What follows belongs to an exercise in optimizing a design on an open flow for small area, a short achievable clock period and few clock cycles; a production flow would make more cautious choices.
Only simulation tests tie the RTL to the original design; equivalence was not proved.
No activity file was given, so power comes from the tool's default toggle rates.

==> inputs of trial 93 <==
==> flow/design.v <==
module pipelined_ver2 (
   input  wire          clk,
                        rst_n,
   output wire [31:0]   imem_addr,
   input  wire [31:0]   imem_rdata,
   output wire          dmem_we,
   output wire [3:0]    dmem_wstrb,
   output wire [31:0]   dmem_addr,
   output wire [31:0]   dmem_wdata,
   input  wire [31:0]   dmem_rdata
);
   integer i;
   localparam IB = 2;
   localparam NE = 1 << IB;
   localparam TB = 11 - IB;
   reg  [31:2] pc;                       
   reg         x_vld;
   reg         x_pred;                   
   reg  [31:2] x_pc;
   reg  [31:0] x_imm;
   reg  [31:1] x_sel1, x_sel2;           
   reg         x_fm1, x_fm2;             
   reg         x_usep;                   
   reg         x_bimm;                   
   reg         x_ta;                     
   reg         x_sub;
   reg         x_sgn;                    
   reg         x_op_add, x_op_lt, x_op_xor, x_op_or, x_op_and, x_op_sh;
   reg         x_sh_l, x_sh_a;           
   reg         x_jal, x_jalr, x_br;
   reg         x_br_lt, x_br_inv;        
   reg         x_tnext;                  
   reg         x_ld, x_st;
   reg  [2:0]  x_f3;
   reg         x_rw;                     
   reg  [4:0]  x_rd;
   reg         m_rw, m_we;
   reg  [4:0]  m_rd;
   reg  [31:0] m_res, m_wdata;
   reg  [3:0]  m_wstrb;
   reg         m_ldw, m_ldh, m_ldhs, m_ldbs, m_alu;
   reg  [32*32-1:32] rf;
   reg  [NE-1:0]    bt_vld;
   reg  [NE*TB-1:0] bt_tag;
   reg  [NE*11-1:0] bt_tgt;
   wire [31:0] ins = imem_rdata;
   wire [4:0]  opc = ins[6:2];
   wire [4:0]  rs1 = ins[19:15];
   wire [4:0]  rs2 = ins[24:20];
   wire [4:0]  rd  = ins[11:7];
   wire [2:0]  f3  = ins[14:12];
   wire d_lui   = (opc == 5'b01101);
   wire d_auipc = (opc == 5'b00101);
   wire d_jal   = (opc == 5'b11011);
   wire d_jalr  = (opc == 5'b11001);
   wire d_br    = (opc == 5'b11000);
   wire d_ld    = (opc == 5'b00000);
   wire d_st    = (opc == 5'b01000);
   wire d_opi   = (opc == 5'b00100);
   wire d_op    = (opc == 5'b01100);
   wire d_use1  = d_jalr | d_br | d_ld | d_st | d_opi | d_op;
   wire d_use2  = d_br | d_st | d_op;
   wire d_rw    = (d_lui | d_auipc | d_jal | d_jalr | d_ld | d_opi | d_op) && (rd != 5'd0);
   reg [31:0] d_imm;
   always @(*) begin
      if (d_st)
         d_imm = {{20{ins[31]}}, ins[31:25], ins[11:7]};
      else if (d_br)
         d_imm = {{19{ins[31]}}, ins[31], ins[7], ins[30:25], ins[11:8], 1'b0};
      else if (d_lui | d_auipc)
         d_imm = {ins[31:12], 12'b0};
      else if (d_jal)
         d_imm = {{11{ins[31]}}, ins[31], ins[19:12], ins[20], ins[30:21], 1'b0};
      else
         d_imm = {{20{ins[31]}}, ins[31:20]};
   end
   wire d_tnext = d_jal ? (ins[31:12] == 20'h00400)
                        : ({ins[31:25], ins[11:7]} == 12'h004);
   wire d_alu = d_op | d_opi;
   wire d_sub = d_op & ins[30] & (f3 == 3'd0);
   wire x_adv_rw = x_vld & x_rw;
   wire d_fm1 = d_use1 & x_adv_rw & (x_rd == rs1);
   wire d_fm2 = d_use2 & x_adv_rw & (x_rd == rs2);
   wire x_ldv   = x_vld & x_ld & x_rw;
   wire d_stall = x_ldv & ((x_rd == rs1) | (x_rd == rs2));
   reg [31:1] d_sel1, d_sel2;
   always @(*) begin
      for (i = 1; i < 32; i = i + 1) begin
         d_sel1[i] = d_use1 & ~d_fm1 & (rs1 == i);
         d_sel2[i] = d_use2 & ~d_fm2 & (rs2 == i);
      end
   end
   wire [IB-1:0] f_idx  = pc[IB+1:2];
   wire          bt_hit = bt_vld[f_idx] & (bt_tag[f_idx*TB +: TB] == pc[12:IB+2]);
   wire [31:2]   bt_pc  = {pc[31:13], bt_tgt[f_idx*11 +: 11]};
   reg [31:0] opa, opb;
   always @(*) begin
      opa = ({32{x_fm1}} & m_res) | ({32{x_usep}} & {x_pc, 2'b00});
      opb = ({32{x_fm2}} & m_res) | ({32{x_bimm}} & x_imm);
      for (i = 1; i < 32; i = i + 1) begin
         opa = opa | ({32{x_sel1[i]}} & rf[32*i +: 32]);
         opb = opb | ({32{x_sel2[i]}} & rf[32*i +: 32]);
      end
   end
   wire [31:0] sum = opa + (opb ^ {32{x_sub}}) + {31'b0, x_sub};
   wire        eq  = (opa == opb);
   wire        lt  = ({opa[31] ^ x_sgn, opa[30:0]} < {opb[31] ^ x_sgn, opb[30:0]});
   reg  [31:0] sh_in, sh_rev;
   always @(*) begin
      for (i = 0; i < 32; i = i + 1) sh_in[i] = x_sh_l ? opa[31 - i] : opa[i];
   end
   wire        sh_f   = x_sh_a & opa[31];
   wire [31:0] sh_1   = opb[0] ? {sh_f, sh_in[31:1]} : sh_in;
   wire [31:0] sh_2   = opb[1] ? {{2{sh_f}}, sh_1[31:2]} : sh_1;
   wire [31:0] sh_4   = opb[2] ? {{4{sh_f}}, sh_2[31:4]} : sh_2;
   wire [31:0] sh_8   = opb[3] ? {{8{sh_f}}, sh_4[31:8]} : sh_4;
   wire [31:0] sh_out = opb[4] ? {{16{sh_f}}, sh_8[31:16]} : sh_8;
   always @(*) begin
      for (i = 0; i < 32; i = i + 1) sh_rev[i] = x_sh_l ? sh_out[31 - i] : sh_out[i];
   end
   wire [31:0] tgt   = (x_ta ? opa : {x_pc, 2'b00}) + x_imm;
   wire [31:2] x_pc1 = x_pc + 30'd1;
   wire [31:0] res = ({32{x_op_add}} & sum)
                   | {31'b0, x_op_lt & lt}
                   | ({32{x_op_xor}} & (opa ^ opb))
                   | ({32{x_op_or }} & (opa | opb))
                   | ({32{x_op_and}} & (opa & opb))
                   | ({32{x_op_sh }} & sh_rev)
                   | ({32{x_jal | x_jalr}} & {x_pc1, 2'b00})
                   | ({32{x_st}} & tgt);
   wire        cond     = (x_br_lt ? lt : eq) ^ x_br_inv;
   wire        taken    = x_jal | x_jalr | (x_br & cond);
   wire        fix_t    = x_vld & (x_jalr | ~(x_pred | x_tnext));
   wire        fix_n    = x_vld & x_pred;
   wire [31:2] seq_pc   = bt_hit ? bt_pc : pc + 30'd1;
   wire [31:2] npc_t    = fix_t ? tgt[31:2] : seq_pc;
   wire [31:2] npc_n    = fix_n ? x_pc1 : seq_pc;
   wire [31:2] npc      = d_stall ? (fix_n ? x_pc1 : pc) : (taken ? npc_t : npc_n);
   wire        redirect = taken ? fix_t : fix_n;
   wire [IB-1:0] x_idx  = x_pc[IB+1:2];
   wire        bt_ins   = x_vld & (x_jal | x_br) & taken;
   wire        bt_del   = x_vld & x_br & ~taken & x_pred;
   wire [31:0] rf_wd;
   assign rf_wd[7:0]   = ({8{m_alu}} & m_res[7:0]) | ({8{~m_alu}} & dmem_rdata[7:0]);
   assign rf_wd[15:8]  = ({8{m_alu}} & m_res[15:8]) | ({8{m_ldw | m_ldh}} & dmem_rdata[15:8])
                       | ({8{m_ldbs & dmem_rdata[7]}});
   assign rf_wd[31:16] = ({16{m_alu}} & m_res[31:16]) | ({16{m_ldw}} & dmem_rdata[31:16])
                       | ({16{m_ldbs & dmem_rdata[7]}}) | ({16{m_ldhs & dmem_rdata[15]}});
   reg  [31:1] rf_we;
   always @(*) begin
      for (i = 1; i < 32; i = i + 1) rf_we[i] = ~rst_n | (m_rw & (m_rd == i));
   end
   always @(posedge clk or negedge rst_n) begin
      if (!rst_n) begin
         pc     <= 30'd0;
         x_vld  <= 1'b0;
         m_rw   <= 1'b0;
         m_we   <= 1'b0;
         bt_vld <= {NE{1'b0}};
      end else begin
         pc    <= npc;
         x_vld <= ~redirect & ~d_stall;
         m_rw  <= x_vld & x_rw;
         m_we  <= x_vld & x_st;
         if (bt_ins) bt_vld[x_idx] <= 1'b1;
         else if (bt_del) bt_vld[x_idx] <= 1'b0;
      end
   end
   always @(posedge clk) begin
         x_pred   <= bt_hit;
         x_pc     <= pc;
         x_imm    <= d_imm;
         x_sel1   <= d_sel1;
         x_sel2   <= d_sel2;
         x_fm1    <= d_fm1;
         x_fm2    <= d_fm2;
         x_usep   <= d_auipc;
         x_bimm   <= ~(d_op | d_br | d_st);
         x_ta     <= d_jalr | d_st;
         x_sub    <= d_sub;
         x_sgn    <= d_br ? ~f3[1] : ~f3[0];
         x_op_add <= d_ld | d_lui | d_auipc | (d_alu & (f3 == 3'd0));
         x_op_lt  <= d_alu & (f3[2:1] == 2'b01);
         x_op_xor <= d_alu & (f3 == 3'd4);
         x_op_or  <= d_alu & (f3 == 3'd6);
         x_op_and <= d_alu & (f3 == 3'd7);
         x_op_sh  <= d_alu & (f3[1:0] == 2'b01);
         x_sh_l   <= ~f3[2];
         x_sh_a   <= ins[30] & f3[2];
         x_jal    <= d_jal;
         x_jalr   <= d_jalr;
         x_br     <= d_br;
         x_br_lt  <= f3[2];
         x_br_inv <= f3[0];
         x_tnext  <= d_tnext;
         x_ld     <= d_ld;
         x_st     <= d_st;
         x_f3     <= f3;
         x_rw     <= d_rw;
         x_rd     <= rd;
      if (bt_ins) begin
         bt_tag[x_idx*TB +: TB] <= x_pc[12:IB+2];
         bt_tgt[x_idx*11 +: 11] <= tgt[12:2];
      end
      m_rd    <= x_rd;
      m_res   <= res;
      m_wdata <= opb;
      m_wstrb <= {x_f3[1], x_f3[1], x_f3[1] | x_f3[0], 1'b1};
      m_ldw   <= x_ld & (x_f3[1:0] == 2'b10);
      m_ldh   <= x_ld & (x_f3[1:0] == 2'b01);
      m_ldhs  <= x_ld & (x_f3[1:0] == 2'b01) & ~x_f3[2];
      m_ldbs  <= x_ld & (x_f3[1:0] == 2'b00) & ~x_f3[2];
      m_alu   <= ~x_ld;
      for (i = 1; i < 32; i = i + 1)
         if (rf_we[i]) rf[32*i +: 32] <= rf_wd & {32{rst_n}};
   end
   assign imem_addr  = {pc, 2'b00};
   assign dmem_we    = m_we;
   assign dmem_wstrb = m_wstrb;
   assign dmem_addr  = m_res;
   assign dmem_wdata = m_wdata;
endmodule
==> flow/flow/run.sh <==
#!/bin/bash
# The standard layout, with timing repair aimed well inside the clock
# period: the repair steps of the standard flow work to a setup margin.
set -euo pipefail
bash standard.sh SETUP_SLACK_MARGIN=15 finish > standard.log 2>&1
==> flow/standard.sh <==
#!/bin/bash
# synth_recipe.tcl (not shown) runs the flow's synth.tcl, then flattens the netlist and writes it again
# the make line also repeats each setting of config.mk as NAME=value (left out here)
make -C /OpenROAD-flow-scripts/flow DESIGN_CONFIG=/design/flow/config.mk WORK_HOME=/design/flow/orfs CLKGATE_MAP_FILE= SYNTH_SCRIPT=/design/flow/synth_recipe.tcl "${@:-finish}"
==> flow/config.mk <==
export PLATFORM = sky130hd
export DESIGN_NAME = pipelined_ver2
export DESIGN_NICKNAME = pipelined_ver2
export VERILOG_FILES = /design/flow/design.v
export SDC_FILE = /design/flow/constraint.sdc
export NUM_CORES = 4
export LEC_CHECK = 0
export CAP_MARGIN = 20
export CORE_MARGIN = 2
export CORE_UTILIZATION = 50
export SLEW_MARGIN = 20
==> flow/constraint.sdc <==
create_clock -name core_clock -period 20.0 [get_ports {clk}]
set_input_delay 4.0000 -clock core_clock [delete_from_list [all_inputs] [get_ports {clk}]]
set_output_delay 4.0000 -clock core_clock [all_outputs]
set_load 0.01 [all_outputs]
==> inputs of build 57, as changes to trial 93 <==
==> flow/design.v, changed modules only <==
module pipelined_ver2 (
   input  wire          clk,
                        rst_n,
   output wire [31:0]   imem_addr,
   input  wire [31:0]   imem_rdata,
   output wire          dmem_we,
   output wire [3:0]    dmem_wstrb,
   output wire [31:0]   dmem_addr,
   output wire [31:0]   dmem_wdata,
   input  wire [31:0]   dmem_rdata
);
   integer i;
   localparam IB = 2;
   localparam NE = 1 << IB;
   localparam TB = 11 - IB;
   reg  [31:2] pc;                       
   reg         x_vld;
   reg         x_pred;                   
   reg  [31:2] x_pc;
   reg  [31:0] x_imm;
   reg  [31:1] x_sel1, x_sel2;           
   reg         x_fm1, x_fw1, x_fm2, x_fw2;  
   reg         x_usep;                   
   reg         x_bimm;                   
   reg         x_ta;                     
   reg         x_sub;
   reg         x_sgn;                    
   reg         x_op_add, x_op_lt, x_op_xor, x_op_or, x_op_and, x_op_sh;
   reg         x_sh_l, x_sh_a;           
   reg         x_jal, x_jalr, x_br;
   reg         x_br_lt, x_br_inv;        
   reg         x_tnext;                  
   reg         x_ld, x_st;
   reg  [2:0]  x_f3;
   reg         x_rw;                     
   reg  [4:0]  x_rd;
   reg         m_rw, m_we;
   reg  [4:0]  m_rd;
   reg  [31:0] m_res, m_wdata;
   reg  [3:0]  m_wstrb;
   reg         m_ldw, m_ldh, m_ldhs, m_ldbs, m_alu;
   reg         w_rw;
   reg  [4:0]  w_rd;
   reg  [31:0] w_data;
   reg  [32*32-1:32] rf;
   reg  [NE-1:0]    bt_vld;
   reg  [NE*TB-1:0] bt_tag;
   reg  [NE*11-1:0] bt_tgt;
   wire [31:0] ins = imem_rdata;
   wire [4:0]  opc = ins[6:2];
   wire [4:0]  rs1 = ins[19:15];
   wire [4:0]  rs2 = ins[24:20];
   wire [4:0]  rd  = ins[11:7];
   wire [2:0]  f3  = ins[14:12];
   wire d_lui   = (opc == 5'b01101);
   wire d_auipc = (opc == 5'b00101);
   wire d_jal   = (opc == 5'b11011);
   wire d_jalr  = (opc == 5'b11001);
   wire d_br    = (opc == 5'b11000);
   wire d_ld    = (opc == 5'b00000);
   wire d_st    = (opc == 5'b01000);
   wire d_opi   = (opc == 5'b00100);
   wire d_op    = (opc == 5'b01100);
   wire d_use1  = d_jalr | d_br | d_ld | d_st | d_opi | d_op;
   wire d_use2  = d_br | d_st | d_op;
   wire d_rw    = (d_lui | d_auipc | d_jal | d_jalr | d_ld | d_opi | d_op) && (rd != 5'd0);
   reg [31:0] d_imm;
   always @(*) begin
      if (d_st)
         d_imm = {{20{ins[31]}}, ins[31:25], ins[11:7]};
      else if (d_br)
         d_imm = {{19{ins[31]}}, ins[31], ins[7], ins[30:25], ins[11:8], 1'b0};
      else if (d_lui | d_auipc)
         d_imm = {ins[31:12], 12'b0};
      else if (d_jal)
         d_imm = {{11{ins[31]}}, ins[31], ins[19:12], ins[20], ins[30:21], 1'b0};
      else
         d_imm = {{20{ins[31]}}, ins[31:20]};
   end
   wire d_tnext = d_jal ? (ins[31:12] == 20'h00400)
                        : ({ins[31:25], ins[11:7]} == 12'h004);
   wire d_alu = d_op | d_opi;
   wire d_sub = d_op & ins[30] & (f3 == 3'd0);
   wire x_adv_rw = x_vld & x_rw;
   wire d_fm1 = d_use1 & x_adv_rw & (x_rd == rs1);
   wire d_fm2 = d_use2 & x_adv_rw & (x_rd == rs2);
   wire d_fw1 = d_use1 & m_rw & (m_rd == rs1) & ~d_fm1;
   wire d_fw2 = d_use2 & m_rw & (m_rd == rs2) & ~d_fm2;
   wire x_ldv   = x_vld & x_ld & x_rw;
   wire d_stall = x_ldv & ((x_rd == rs1) | (x_rd == rs2));
   reg [31:1] d_sel1, d_sel2;
   always @(*) begin
      for (i = 1; i < 32; i = i + 1) begin
         d_sel1[i] = d_use1 & ~(d_fm1 | d_fw1) & (rs1 == i);
         d_sel2[i] = d_use2 & ~(d_fm2 | d_fw2) & (rs2 == i);
      end
   end
   wire [IB-1:0] f_idx  = pc[IB+1:2];
   wire          bt_hit = bt_vld[f_idx] & (bt_tag[f_idx*TB +: TB] == pc[12:IB+2]);
   wire [31:2]   bt_pc  = {pc[31:13], bt_tgt[f_idx*11 +: 11]};
   reg [31:0] opa, opb;
   always @(*) begin
      opa = ({32{x_fm1}} & m_res) | ({32{x_fw1}} & w_data) | ({32{x_usep}} & {x_pc, 2'b00});
      opb = ({32{x_fm2}} & m_res) | ({32{x_fw2}} & w_data) | ({32{x_bimm}} & x_imm);
      for (i = 1; i < 32; i = i + 1) begin
         opa = opa | ({32{x_sel1[i]}} & rf[32*i +: 32]);
         opb = opb | ({32{x_sel2[i]}} & rf[32*i +: 32]);
      end
   end
   wire [31:0] sum = opa + (opb ^ {32{x_sub}}) + {31'b0, x_sub};
   wire        eq  = (opa == opb);
   wire        lt  = ({opa[31] ^ x_sgn, opa[30:0]} < {opb[31] ^ x_sgn, opb[30:0]});
   reg  [31:0] sh_in, sh_rev;
   always @(*) begin
      for (i = 0; i < 32; i = i + 1) sh_in[i] = x_sh_l ? opa[31 - i] : opa[i];
   end
   wire        sh_f   = x_sh_a & opa[31];
   wire [31:0] sh_1   = opb[0] ? {sh_f, sh_in[31:1]} : sh_in;
   wire [31:0] sh_2   = opb[1] ? {{2{sh_f}}, sh_1[31:2]} : sh_1;
   wire [31:0] sh_4   = opb[2] ? {{4{sh_f}}, sh_2[31:4]} : sh_2;
   wire [31:0] sh_8   = opb[3] ? {{8{sh_f}}, sh_4[31:8]} : sh_4;
   wire [31:0] sh_out = opb[4] ? {{16{sh_f}}, sh_8[31:16]} : sh_8;
   always @(*) begin
      for (i = 0; i < 32; i = i + 1) sh_rev[i] = x_sh_l ? sh_out[31 - i] : sh_out[i];
   end
   wire [31:0] tgt   = (x_ta ? opa : {x_pc, 2'b00}) + x_imm;
   wire [31:2] x_pc1 = x_pc + 30'd1;
   wire [31:0] res = ({32{x_op_add}} & sum)
                   | {31'b0, x_op_lt & lt}
                   | ({32{x_op_xor}} & (opa ^ opb))
                   | ({32{x_op_or }} & (opa | opb))
                   | ({32{x_op_and}} & (opa & opb))
                   | ({32{x_op_sh }} & sh_rev)
                   | ({32{x_jal | x_jalr}} & {x_pc1, 2'b00})
                   | ({32{x_st}} & tgt);
   wire        cond     = (x_br_lt ? lt : eq) ^ x_br_inv;
   wire        taken    = x_jal | x_jalr | (x_br & cond);
   wire        fix_t    = x_vld & (x_jalr | ~(x_pred | x_tnext));
   wire        fix_n    = x_vld & x_pred;
   wire [31:2] seq_pc   = d_stall ? pc : (bt_hit ? bt_pc : pc + 30'd1);
   wire [31:2] npc_t    = fix_t ? tgt[31:2] : seq_pc;
   wire [31:2] npc_n    = fix_n ? x_pc1 : seq_pc;
   wire [31:2] npc      = taken ? npc_t : npc_n;
   wire        redirect = taken ? fix_t : fix_n;
   wire [IB-1:0] x_idx  = x_pc[IB+1:2];
   wire        bt_ins   = x_vld & (x_jal | x_br) & taken;
   wire        bt_del   = x_vld & x_br & ~taken & x_pred;
   wire [31:0] rf_wd = w_data & {32{rst_n}};
   reg  [31:1] rf_we;
   always @(*) begin
      for (i = 1; i < 32; i = i + 1) rf_we[i] = ~rst_n | (w_rw & (w_rd == i));
   end
   always @(posedge clk or negedge rst_n) begin
      if (!rst_n) begin
         pc     <= 30'd0;
         x_vld  <= 1'b0;
         m_rw   <= 1'b0;
         m_we   <= 1'b0;
         w_rw   <= 1'b0;
         bt_vld <= {NE{1'b0}};
      end else begin
         pc    <= npc;
         x_vld <= ~redirect & ~d_stall;
         m_rw  <= x_vld & x_rw;
         m_we  <= x_vld & x_st;
         w_rw  <= m_rw;
         if (bt_ins) bt_vld[x_idx] <= 1'b1;
         else if (bt_del) bt_vld[x_idx] <= 1'b0;
      end
   end
   always @(posedge clk) begin
         x_pred   <= bt_hit;
         x_pc     <= pc;
         x_imm    <= d_imm;
         x_sel1   <= d_sel1;
         x_sel2   <= d_sel2;
         x_fm1    <= d_fm1;
         x_fw1    <= d_fw1;
         x_fm2    <= d_fm2;
         x_fw2    <= d_fw2;
         x_usep   <= d_auipc;
         x_bimm   <= ~(d_op | d_br | d_st);
         x_ta     <= d_jalr | d_st;
         x_sub    <= d_sub;
         x_sgn    <= d_br ? ~f3[1] : ~f3[0];
         x_op_add <= d_ld | d_lui | d_auipc | (d_alu & (f3 == 3'd0));
         x_op_lt  <= d_alu & (f3[2:1] == 2'b01);
         x_op_xor <= d_alu & (f3 == 3'd4);
         x_op_or  <= d_alu & (f3 == 3'd6);
         x_op_and <= d_alu & (f3 == 3'd7);
         x_op_sh  <= d_alu & (f3[1:0] == 2'b01);
         x_sh_l   <= ~f3[2];
         x_sh_a   <= ins[30] & f3[2];
         x_jal    <= d_jal;
         x_jalr   <= d_jalr;
         x_br     <= d_br;
         x_br_lt  <= f3[2];
         x_br_inv <= f3[0];
         x_tnext  <= d_tnext;
         x_ld     <= d_ld;
         x_st     <= d_st;
         x_f3     <= f3;
         x_rw     <= d_rw;
         x_rd     <= rd;
      if (bt_ins) begin
         bt_tag[x_idx*TB +: TB] <= x_pc[12:IB+2];
         bt_tgt[x_idx*11 +: 11] <= tgt[12:2];
      end
      m_rd    <= x_rd;
      m_res   <= res;
      m_wdata <= opb;
      m_wstrb <= {x_f3[1], x_f3[1], x_f3[1] | x_f3[0], 1'b1};
      m_ldw   <= x_ld & (x_f3[1:0] == 2'b10);
      m_ldh   <= x_ld & (x_f3[1:0] == 2'b01);
      m_ldhs  <= x_ld & (x_f3[1:0] == 2'b01) & ~x_f3[2];
      m_ldbs  <= x_ld & (x_f3[1:0] == 2'b00) & ~x_f3[2];
      m_alu   <= ~x_ld;
      w_rd   <= m_rd;
      w_data[7:0]   <= ({8{m_alu}} & m_res[7:0]) | ({8{~m_alu}} & dmem_rdata[7:0]);
      w_data[15:8]  <= ({8{m_alu}} & m_res[15:8]) | ({8{m_ldw | m_ldh}} & dmem_rdata[15:8])
                     | ({8{m_ldbs & dmem_rdata[7]}});
      w_data[31:16] <= ({16{m_alu}} & m_res[31:16]) | ({16{m_ldw}} & dmem_rdata[31:16])
                     | ({16{m_ldbs & dmem_rdata[7]}}) | ({16{m_ldhs & dmem_rdata[15]}});
      for (i = 1; i < 32; i = i + 1)
         if (rf_we[i]) rf[32*i +: 32] <= rf_wd;
   end
   assign imem_addr  = {pc, 2'b00};
   assign dmem_we    = m_we;
   assign dmem_wstrb = m_wstrb;
   assign dmem_addr  = m_res;
   assign dmem_wdata = m_wdata;
endmodule
Settings changed: CORE_UTILIZATION 50 to 40.
==> inputs of build 35, as changes to trial 93 <==
--- a/flow/design.v
+++ b/flow/design.v
@@ -12,3 +12,3 @@
    integer i;
-   localparam IB = 2;
+   localparam IB = 1;
    localparam NE = 1 << IB;
@@ -43,2 +43,3 @@
    reg  [NE-1:0]    bt_vld;
+   reg  [NE-1:0]    bt_bwd;              
    reg  [NE*TB-1:0] bt_tag;
@@ -95,2 +96,5 @@
    wire [31:2]   bt_pc  = {pc[31:13], bt_tgt[f_idx*11 +: 11]};
+   wire [4:0]    f_low  = {1'b0, pc[5:2]} + {1'b0, ins[25:22]};
+   wire          f_jal  = d_jal & (ins[31:26] == 6'd0) & (ins[21:12] == 10'd0) & ~f_low[4];
+   wire [31:2]   f_tgt  = {pc[31:6], f_low[3:0]};
    reg [31:0] opa, opb;
@@ -135,8 +139,8 @@
    wire [31:2] seq_pc   = bt_hit ? bt_pc : pc + 30'd1;
-   wire [31:2] npc_t    = fix_t ? tgt[31:2] : seq_pc;
-   wire [31:2] npc_n    = fix_n ? x_pc1 : seq_pc;
-   wire [31:2] npc      = d_stall ? (fix_n ? x_pc1 : pc) : (taken ? npc_t : npc_n);
+   wire [31:2] fix_pc   = taken ? tgt[31:2] : x_pc1;
+   wire [31:2] npc      = d_stall ? (fix_n ? x_pc1 : pc) : redirect ? fix_pc : f_jal ? f_tgt : seq_pc;
    wire        redirect = taken ? fix_t : fix_n;
    wire [IB-1:0] x_idx  = x_pc[IB+1:2];
-   wire        bt_ins   = x_vld & (x_jal | x_br) & taken;
+   wire        bt_ins   = x_vld & (x_jal | x_br) & taken
+                        & (x_imm[31] | ~(bt_vld[x_idx] & bt_bwd[x_idx]));
    wire        bt_del   = x_vld & x_br & ~taken & x_pred;
@@ -169,3 +173,3 @@
    always @(posedge clk) begin
-         x_pred   <= bt_hit;
+         x_pred   <= bt_hit | f_jal;
          x_pc     <= pc;
@@ -203,2 +207,3 @@
          bt_tgt[x_idx*11 +: 11] <= tgt[12:2];
+         bt_bwd[x_idx]          <= x_imm[31];
       end
Settings changed: CORE_UTILIZATION 50 to 55, CTS_CLUSTER_DIAMETER set to 100, CTS_CLUSTER_SIZE set to 20.
==> inputs of trial 17, as changes to trial 93 <==
--- a/flow/design.v
+++ b/flow/design.v
@@ -12,3 +12,3 @@
    integer i;
-   localparam IB = 2;
+   localparam IB = 1;
    localparam NE = 1 << IB;
@@ -43,2 +43,3 @@
    reg  [NE-1:0]    bt_vld;
+   reg  [NE-1:0]    bt_bwd;              
    reg  [NE*TB-1:0] bt_tag;
@@ -79,3 +80,3 @@
    wire d_alu = d_op | d_opi;
-   wire d_sub = d_op & ins[30] & (f3 == 3'd0);
+   wire d_sub = d_br | (d_alu & (f3[2:1] == 2'b01)) | (d_op & ins[30] & (f3 == 3'd0));
    wire x_adv_rw = x_vld & x_rw;
@@ -95,2 +96,5 @@
    wire [31:2]   bt_pc  = {pc[31:13], bt_tgt[f_idx*11 +: 11]};
+   wire [4:0]    f_low  = {1'b0, pc[5:2]} + {1'b0, ins[25:22]};
+   wire          f_jal  = d_jal & (ins[31:26] == 6'd0) & (ins[21:12] == 10'd0) & ~f_low[4];
+   wire [31:2]   f_tgt  = {pc[31:6], f_low[3:0]};
    reg [31:0] opa, opb;
@@ -104,5 +108,5 @@
    end
-   wire [31:0] sum = opa + (opb ^ {32{x_sub}}) + {31'b0, x_sub};
+   wire [32:0] sum = {1'b0, opa} + {1'b0, opb ^ {32{x_sub}}} + {32'b0, x_sub};
    wire        eq  = (opa == opb);
-   wire        lt  = ({opa[31] ^ x_sgn, opa[30:0]} < {opb[31] ^ x_sgn, opb[30:0]});
+   wire        lt  = (opa[31] ^ opb[31]) ? (x_sgn ? opa[31] : opb[31]) : sum[31];
    reg  [31:0] sh_in, sh_rev;
@@ -122,3 +126,3 @@
    wire [31:2] x_pc1 = x_pc + 30'd1;
-   wire [31:0] res = ({32{x_op_add}} & sum)
+   wire [31:0] res = ({32{x_op_add}} & sum[31:0])
                    | {31'b0, x_op_lt & lt}
@@ -135,8 +139,8 @@
    wire [31:2] seq_pc   = bt_hit ? bt_pc : pc + 30'd1;
-   wire [31:2] npc_t    = fix_t ? tgt[31:2] : seq_pc;
-   wire [31:2] npc_n    = fix_n ? x_pc1 : seq_pc;
-   wire [31:2] npc      = d_stall ? (fix_n ? x_pc1 : pc) : (taken ? npc_t : npc_n);
+   wire [31:2] fix_pc   = taken ? tgt[31:2] : x_pc1;
+   wire [31:2] npc      = d_stall ? (fix_n ? x_pc1 : pc) : redirect ? fix_pc : f_jal ? f_tgt : seq_pc;
    wire        redirect = taken ? fix_t : fix_n;
    wire [IB-1:0] x_idx  = x_pc[IB+1:2];
-   wire        bt_ins   = x_vld & (x_jal | x_br) & taken;
+   wire        bt_ins   = x_vld & (x_jal | x_br) & taken
+                        & (x_imm[31] | ~(bt_vld[x_idx] & bt_bwd[x_idx]));
    wire        bt_del   = x_vld & x_br & ~taken & x_pred;
@@ -169,3 +173,3 @@
    always @(posedge clk) begin
-         x_pred   <= bt_hit;
+         x_pred   <= bt_hit | f_jal;
          x_pc     <= pc;
@@ -203,2 +207,3 @@
          bt_tgt[x_idx*11 +: 11] <= tgt[12:2];
+         bt_bwd[x_idx]          <= x_imm[31];
       end
Settings changed: CORE_UTILIZATION 50 to 55, CTS_CLUSTER_DIAMETER set to 100, CTS_CLUSTER_SIZE set to 20.
==> impl_metrics.yaml <==
die:
  die-area_sq_um: 114000
  fp.dieH_um: 337
critical_path:
  cp.arrival_ns: 6.34
power_and_ir_drop:
  comb_power_share_pct: 26.8
synthesis:
  synth_compound_area_share_pct: 20.3
  synth_xor_area_share_pct: 2.34
  synthArstFlopShare_pct: 2.69
  yosys.cell_types.count: 92
detailed_routing:
  wl_met1_um: 104000
placement:
  hpwl_um: 186000
finish:
  multi_input_area_sq_um: 26200
outcome:
  outcome: "finished clean"
the above is filed under trial 17

==> impl_metrics.yaml <==
cts:
  cts_tree: "built"
  hold_buffers: 0
  ctsHtreeMaxLevel: 3
worst_hold_path:
  min-delay-start: "x_rd[0]"
synthesis:
  synth_top_family_by_area: "compound AO/OA/AOI/OAI gates"
  synth_compound_area_share_pct: 20.4
  synthArstFlopShare_pct: 2.69
critical_path:
  cp.arrival_ns: 6.11
  crit_fanout: 7
detailed_routing:
  drt_iter0_markers: 14900
  wl_met1_um: 103000
power_and_ir_drop:
  comb_power_share_pct: 27.4
  power_mw: 7.24
outcome:
  outcome: "finished clean"
grt:
  grt.busiest_layer: "met2"
placement:
  hpwl_um: 189000
die:
  die-area_sq_um: 115000
  fp.dieH_um: 340
finish:
  multi_input_area_sq_um: 27300
the above is filed under build 35

==> impl_metrics.yaml <==
synthesis:
  synth_compound_area_share_pct: 19.6
  synth_ff_type: "edfxtp_1"
  synthArstFlopShare_pct: 2.75
  yosys.cell_types.count: 89
  synth_xor_area_share_pct: 2.20
die:
  fp.dieH_um: 408
  die-area_sq_um: 166000
finish:
  inv_count: 185
  multi_input_area_sq_um: 26900
  mostFrequentLayoutCell: "edfxtp_1"
detailed_routing:
  wl_met1_um: 118000
critical_path:
  cp.arrival_ns: 1.47
outcome:
  outcome: "finished clean"
the above is filed under build 57

==> impl_metrics.yaml <==
critical_path:
  cp.arrival_ns: 1.48
  crit_cells: 1
outcome:
  outcome: "finished clean"
finish:
  drive_gt1_share_pct: 24.8
  multi_input_area_sq_um: 27600
synthesis:
  synth_xor_area_share_pct: 2.06
  synth_cells: 5367
  yosys.cell_types.count: 95
  synth-edff-count: 1072
  synth_compound_area_share_pct: 20.8
  synthArstFlopShare_pct: 2.76
detailed_routing:
  ant_nets: 0
  wl_met1_um: 116000
placement:
  hpwl_um: 203000
die:
  fp.dieH_um: 364
  die-area_sq_um: 132000
power_and_ir_drop:
  comb_power_share_pct: 24.4
  power-top-group: "sequential cells"
  powerComb_mw: 2.07
the above is filed under trial 93

Testbench counts of trial 93, summed over its fixed seeds: cycles 155,275.
Testbench counts of build 57, summed over its fixed seeds: cycles 155,275.
Testbench counts of build 35, summed over its fixed seeds: cycles 152,409.
Testbench counts of trial 17, summed over its fixed seeds: cycles 152,409.

==> re-timing with driven ports <==
The flow's constraints put no driver on any port. The routed layouts listed below were extracted and timed again, unchanged, in two steps. Step 1, drivers: a clkbuf_16 drives clk and a buf_2 each remaining input, both assumed. Step 2 also shifts input and output timing later by t, the mid clock arrival at the registers, as if the neighbouring blocks saw the same clock. Slacks: ideal / step 1 / step 2; pairs: ideal / step 1.
run | t, ns | setup slack, ns | worst hold slack (ns) | slew at the worst register clock pin (ns)
trial 93 | 0.902 | 14.524 / 14.440 / 13.846 | 0.426 / 0.426 / 0.426 | 0.07 / 0.07
build 57 | 0.889 | 14.533 / 14.444 / 13.697 | 0.403 / 0.403 / 0.403 | 0.08 / 0.08
build 35 | 0.810 | 14.540 / 14.548 / 13.750 | 0.419 / 0.419 / 0.419 | 0.10 / 0.10
trial 17 | 0.823 | 14.255 / 14.274 / 13.452 | 0.409 / 0.409 / 0.409 | 0.10 / 0.10
After both steps every run listed still meets setup and hold. The setup slack of build 57, which loses most, moves by -0.089 ns with the drivers and by -0.836 ns with both steps.
